What follows belongs to an exercise in optimizing a design on an open flow for small area; a production flow would make more cautious choices.
The RTL was checked by simulation tests, not by an equivalence proof against the original design.
Power is estimated from default activity; no workload was simulated.

==> inputs of job 7786 <==
## text
module text (
   input  wire        clk,
   input  wire        rst,
   input  wire [9:0]  pixel_x,
   input  wire [9:0]  pixel_y,
   input  wire [3:0]  dig0,
   input  wire [3:0]  dig1,
   input  wire [1:0]  ball_num,
   output wire [2:0]  text_strings_on,
   output reg         text_bit_on,
   output wire [2:0]  text_color
);
   localparam [1:0] A_NONE = 2'd0, A_LOGO = 2'd1, A_SCORE = 2'd2, A_OVER = 2'd3;
   wire score_on = (pixel_y[9:5] == 5'd0) && (pixel_x[9:8] == 2'd0);
   wire logo_on  = (pixel_y[9:7] == 3'd2) && (pixel_x[9:6] >= 4'd3) && (pixel_x[9:6] <= 4'd6);
   wire over_on  = (pixel_y[9:6] == 4'd3) && (pixel_x[9:5] >= 5'd5) && (pixel_x[9:5] <= 5'd13);
   reg  [6:0] ch;
   reg  [3:0] row;
   reg  [2:0] col;
   reg  [1:0] area;
   reg  [1:0] sel;       
   always @* begin
      ch   = 7'h20;
      row  = 4'd0;
      col  = 3'd0;
      area = A_NONE;
      sel  = 2'd0;
      if (score_on) begin
         area = A_SCORE;
         row  = pixel_y[4:1];
         col  = pixel_x[3:1];
         case (pixel_x[7:4])
           4'h0 : ch = 7'h53;  
           4'h1 : ch = 7'h63;  
           4'h2 : ch = 7'h6f;  
           4'h3 : ch = 7'h72;  
           4'h4 : ch = 7'h65;  
           4'h5 : ch = 7'h3a;  
           4'h6 : sel = 2'd1;
           4'h7 : sel = 2'd2;
           4'h8 : ch = 7'h20;
           4'h9 : ch = 7'h20;
           4'ha : ch = 7'h42;  
           4'hb : ch = 7'h61;  
           4'hc : ch = 7'h6c;  
           4'hd : ch = 7'h6c;  
           4'he : ch = 7'h3a;  
           default : sel = 2'd3;
         endcase
      end else if (logo_on) begin
         area = A_LOGO;
         row  = pixel_y[6:3];
         col  = pixel_x[5:3];
         case (pixel_x[8:6])
           3'o3 : ch = 7'h50;  
           3'o4 : ch = 7'h4f;  
           3'o5 : ch = 7'h4e;  
           default : ch = 7'h47;  
         endcase
  ...
Settings: LEC_CHECK=0, ABC_AREA=1, CAP_MARGIN=20, CORE_MARGIN=2, CORE_UTILIZATION=70, SLEW_MARGIN=20, SYNTH_MEMORY_MAX_BITS=16384; clock period 10.0 ns.
run.sh (not shown) runs the stock make flow with config.mk's settings and CLKGATE_MAP_FILE= SYNTH_SCRIPT=/design/flow/synth_recipe.tcl, a recipe that flattens the netlist after the stock synthesis.
==> job 3329 (differences from job 7786) <==
Settings changed: ABC_AREA 1 to unset, CORE_UTILIZATION 70 to 25.
==> qor summary <==
Area fraction of clock buffers and clock inverters: job 7786 0.00995; job 3329 0.0158
Growth of design area from synthesis to finish: job 7786 8.01%; job 3329 11.5%
Synthesized-area fraction occupied by xor and xnor cells: job 7786 0; job 3329 0.00578
Sequential portion of the cell area: job 7786 0.0903; job 3329 0.0829
Required time at the endpoint of the critical path: job 7786 10.16 ns; job 3329 10.10 ns
Top cell type by total area after synthesis: job 7786 sky130_fd_sc_hd__nand2_1; job 3329 sky130_fd_sc_hd__dfxtp_1
Root Driver: job 7786 sky130_fd_sc_hd__clkbuf_8; job 3329 sky130_fd_sc_hd__clkbuf_16
Share of power burned in combinational logic: job 7786 0.357; job 3329 0.379
Sw Share: job 7786 0.360; job 3329 0.348
Fillcell total: job 7786 495; job 3329 1939
Non-Clock Inverter Count: job 7786 95; job 3329 17
Fraction of layout cells with a size suffix above 1: job 7786 0.100; job 3329 0.0937
Total non-filler cell area in the finished layout: job 7786 4650 sq um; job 3329 5070 sq um
Sequential share of power: job 7786 0.389; job 3329 0.316
Status: job 7786 finished clean; job 3329 finished clean
Routed vias: job 7786 5597; job 3329 5305
DR WL/cell: job 7786 16.3 um; job 3329 17.4 um
Detailed-placement wirelength estimate: job 7786 10.7 mm; job 3329 11.6 mm
Proportion of power drawn by the clock network: job 7786 0.254; job 3329 0.305
Seq pwr: job 7786 85.6 uW; job 3329 86.7 uW
Tap cell count: job 7786 75; job 3329 229
Placed standard-cell area: job 7786 4610 sq um; job 3329 4990 sq um
Switching power of the nets: job 7786 79.2 uW; job 3329 95.5 uW
Die Height: job 7786 82.5 um; job 3329 139 um
Placed Cells: job 7786 858; job 3329 887
Group drawing the most power: job 7786 sequential cells; job 3329 combinational cells
Critical register-to-register path startpoint: job 7786 a_sel[1]; job 3329 a_sel[0]

* * *

==> inputs of 10-22 <==
text, a different RTL version from the one above (not shown whole).
clock: 10.0 ns
lec_check: 0
cap_margin: 20
core_margin: 2
core_utilization: 30
cts_buf_list: sky130_fd_sc_hd__clkbuf_4
gpl_timing_driven: 0
slew_margin: 20
synth_memory_max_bits: 16384
standard.sh (not shown) runs the stock make flow with config.mk's settings and CLKGATE_MAP_FILE= SYNTH_SCRIPT=/design/flow/synth_recipe.tcl, a recipe that flattens the netlist after the stock synthesis.
==> flow/flow/run.sh <==
#!/bin/bash
# Own layout flow:
# 2. an area synthesis of the same RTL (Yosys generic synthesis without fsm/share,
#    flattened; ABC area mapping with a few scripts), its flip-flops renamed to the
#    standard netlist's names; the smallest result that Yosys proves equivalent to
#    the standard netlist (flip-flops paired by name) replaces it;
# 3. the standard layout (floorplan .. finish), with buf_1 port buffers.
set -euo pipefail
W=$PWD
F=$W/flow
R=$W/orfs/results/$FLOW_PLATFORM/text/base
YOSYS=${YOSYS_EXE:-$FLOW_HOME/../tools/install/yosys/bin/yosys}
[ -x "$YOSYS" ] || YOSYS=yosys
LIB=$FLOW_HOME/platforms/$FLOW_PLATFORM/lib/sky130_fd_sc_hd__tt_025C_1v80.lib

# 1. standard synthesis
bash standard.sh synth > $W/1_synth.log 2>&1
cp $R/1_2_yosys.v $W/1_2_yosys.std.v

# 2. area synthesis
best=""; best_area=""
for s in $F/remap*.script; do
  n=$(basename $s .script)
  mkdir -p $W/$n
  if REMAP_LIB=$LIB REMAP_OUT=$W/$n REMAP_DESIGN=$FLOW_DESIGN REMAP_ABC=$s FLOW_TOP=$FLOW_TOP \
       $YOSYS -c $F/resynth.tcl > $W/2_$n.log 2>&1 &&
     python3 $F/rename_ffs.py $W/1_2_yosys.std.v $W/$n/1_2_yosys.raw.v $W/$n/1_2_yosys.remap.v >> $W/2_$n.log 2>&1 &&
     bash $F/eqcheck.sh $YOSYS $LIB $W/1_2_yosys.std.v $W/$n/1_2_yosys.remap.v $FLOW_TOP > $W/3_eqcheck_$n.log 2>&1; then
    a=$(awk '/Chip area for (top )?module/ {print $NF}' $W/$n/remap_stat.txt | tail -1)
    echo "$n $a" >> $W/3_remap_areas.log
    if [ -z "$best" ] || awk -v a="$a" -v b="$best_area" 'BEGIN {exit !(a < b)}'; then
      best=$n; best_area=$a
    fi
  else
    echo "$n failed" >> $W/3_remap_areas.log
  fi
done
if [ -n "$best" ]; then
  cp $W/$best/1_2_yosys.remap.v $R/1_2_yosys.v
  rm -f $R/1_synth.odb $R/1_synth.sdc
  echo "using $best ($best_area)" >> $W/3_remap_areas.log
else
  echo "standard netlist kept" >> $W/3_remap_areas.log
fi

# 3. standard layout
bash standard.sh "BUFFER_PORTS_ARGS=-buffer_cell sky130_fd_sc_hd__buf_1" finish > $W/4_layout.log 2>&1
==> flow/flow/resynth.tcl <==
# Area synthesis of the design's RTL (design.v): Yosys's generic synthesis
# without its fsm and share passes, flattened, flip-flops mapped with
# dfflibmap, combinational logic mapped by ABC with an area script.
# rename_ffs.py then gives each flip-flop the name of the standard
# synthesis's flip-flop on the same net.
yosys -import
set lib $::env(REMAP_LIB)
set out $::env(REMAP_OUT)
set dont_use {-dont_use sky130_fd_sc_hd__probe_p_8 -dont_use sky130_fd_sc_hd__probec_p_8 -dont_use *lpflow*}
read_verilog -sv $::env(REMAP_DESIGN)
hierarchy -check -top $::env(FLOW_TOP)
synth -top $::env(FLOW_TOP) -flatten -nofsm -noshare -noabc
opt -purge
dfflibmap -liberty $lib {*}$dont_use
opt
setundef -zero
abc -script $::env(REMAP_ABC) -liberty $lib {*}$dont_use
opt_clean -purge
hilomap -singleton -hicell sky130_fd_sc_hd__conb_1 HI -locell sky130_fd_sc_hd__conb_1 LO
insbuf -buf sky130_fd_sc_hd__buf_1 A X
splitnets
opt_clean -purge
tee -o $out/remap_stat.txt stat -liberty $lib
write_verilog -noattr -nohex -nodec $out/1_2_yosys.raw.v
Other scripts of this flow, unchanged in this note and not shown: flow/flow/eqcheck.sh, flow/flow/remap1.script, flow/flow/remap2.script, flow/flow/remap3.script, flow/flow/remap4.script, flow/flow/rename_ffs.py
==> 08-17 (differences from 10-22) <==
--- a/flow/flow/run.sh
+++ b/flow/flow/run.sh
@@ -44,4 +44,4 @@
 fi
 
 # 3. standard layout
-bash standard.sh "BUFFER_PORTS_ARGS=-buffer_cell sky130_fd_sc_hd__buf_1" finish > $W/4_layout.log 2>&1
+bash standard.sh "BUFFER_PORTS_ARGS=-buffer_cell sky130_fd_sc_hd__buf_1" "CTS_ARGS=-sink_clustering_enable -sink_clustering_size 30 -sink_clustering_max_diameter 1000 -buf_list sky130_fd_sc_hd__clkbuf_4 -root_buf sky130_fd_sc_hd__clkbuf_4 -dont_use_dummy_load -repair_clock_nets" finish > $W/4_layout.log 2>&1
--- a/flow/flow/resynth.tcl
+++ b/flow/flow/resynth.tcl
@@ -16,8 +16,8 @@
 setundef -zero
 abc -script $::env(REMAP_ABC) -liberty $lib {*}$dont_use
 opt_clean -purge
-hilomap -singleton -hicell sky130_fd_sc_hd__conb_1 HI -locell sky130_fd_sc_hd__conb_1 LO
-insbuf -buf sky130_fd_sc_hd__buf_1 A X
+hilomap -hicell sky130_fd_sc_hd__conb_1 HI -locell sky130_fd_sc_hd__conb_1 LO
+
 splitnets
 opt_clean -purge
 tee -o $out/remap_stat.txt stat -liberty $lib
==> impl_metrics.yaml <==
placement:
  placed_cells: 508
global_routing:
  grt_pass1_wl_um: 12500
finish:
  n_all_buffers: 36
status:
  outcome: "finished clean"
die:
  dieArea_mm2: 0.00800
  initial_utilization_pct: 30.5
yosys:
  postSynthAreaPerCell_um2: 5.84
# the run above: 10-22

==> impl_metrics.yaml <==
status:
  outcome: "finished clean"
finish:
  n_all_buffers: 34
yosys:
  postSynthAreaPerCell_um2: 5.85
die:
  initial_utilization_pct: 30.6
  dieArea_mm2: 0.00798
placement:
  placed_cells: 505
# the run above: 08-17

-- port drivers added, routing unchanged --
In the flow no input, the clock included, has a driving cell. The finished layouts below were timed again as built, in two steps. Step 1 (the two cells are an assumption about what drives the block):
set clk [get_ports {clk}]
set_driving_cell -lib_cell sky130_fd_sc_hd__clkbuf_16 $clk
set_driving_cell -lib_cell sky130_fd_sc_hd__buf_2 [delete_from_list [all_inputs] $clk]
Step 2 times the ports against the registers' clock, not the clock port: input delays grow and output delays shrink by t, the midpoint of the rising clock arrivals with the driver on. Three values: ideal, step 1, step 2; two values: the first two.
run | shift t [ns] | setup WS [ns] | cell pins on the clock port's net
job 7786 | 0.286 | 4.571 / 4.574 / 4.288 | 1
job 3329 | 0.288 | 3.266 / 3.279 / 2.991 | 1
10-22 | 0.320 | 1.997 / 1.994 / 1.674 | 1
08-17 | 0.310 | 2.120 / 2.119 / 1.809 | 1
After both steps every run listed still meets setup and hold. For 10-22, which loses most, drivers alone change the setup slack by -0.003 ns; drivers and shift together by -0.323 ns.
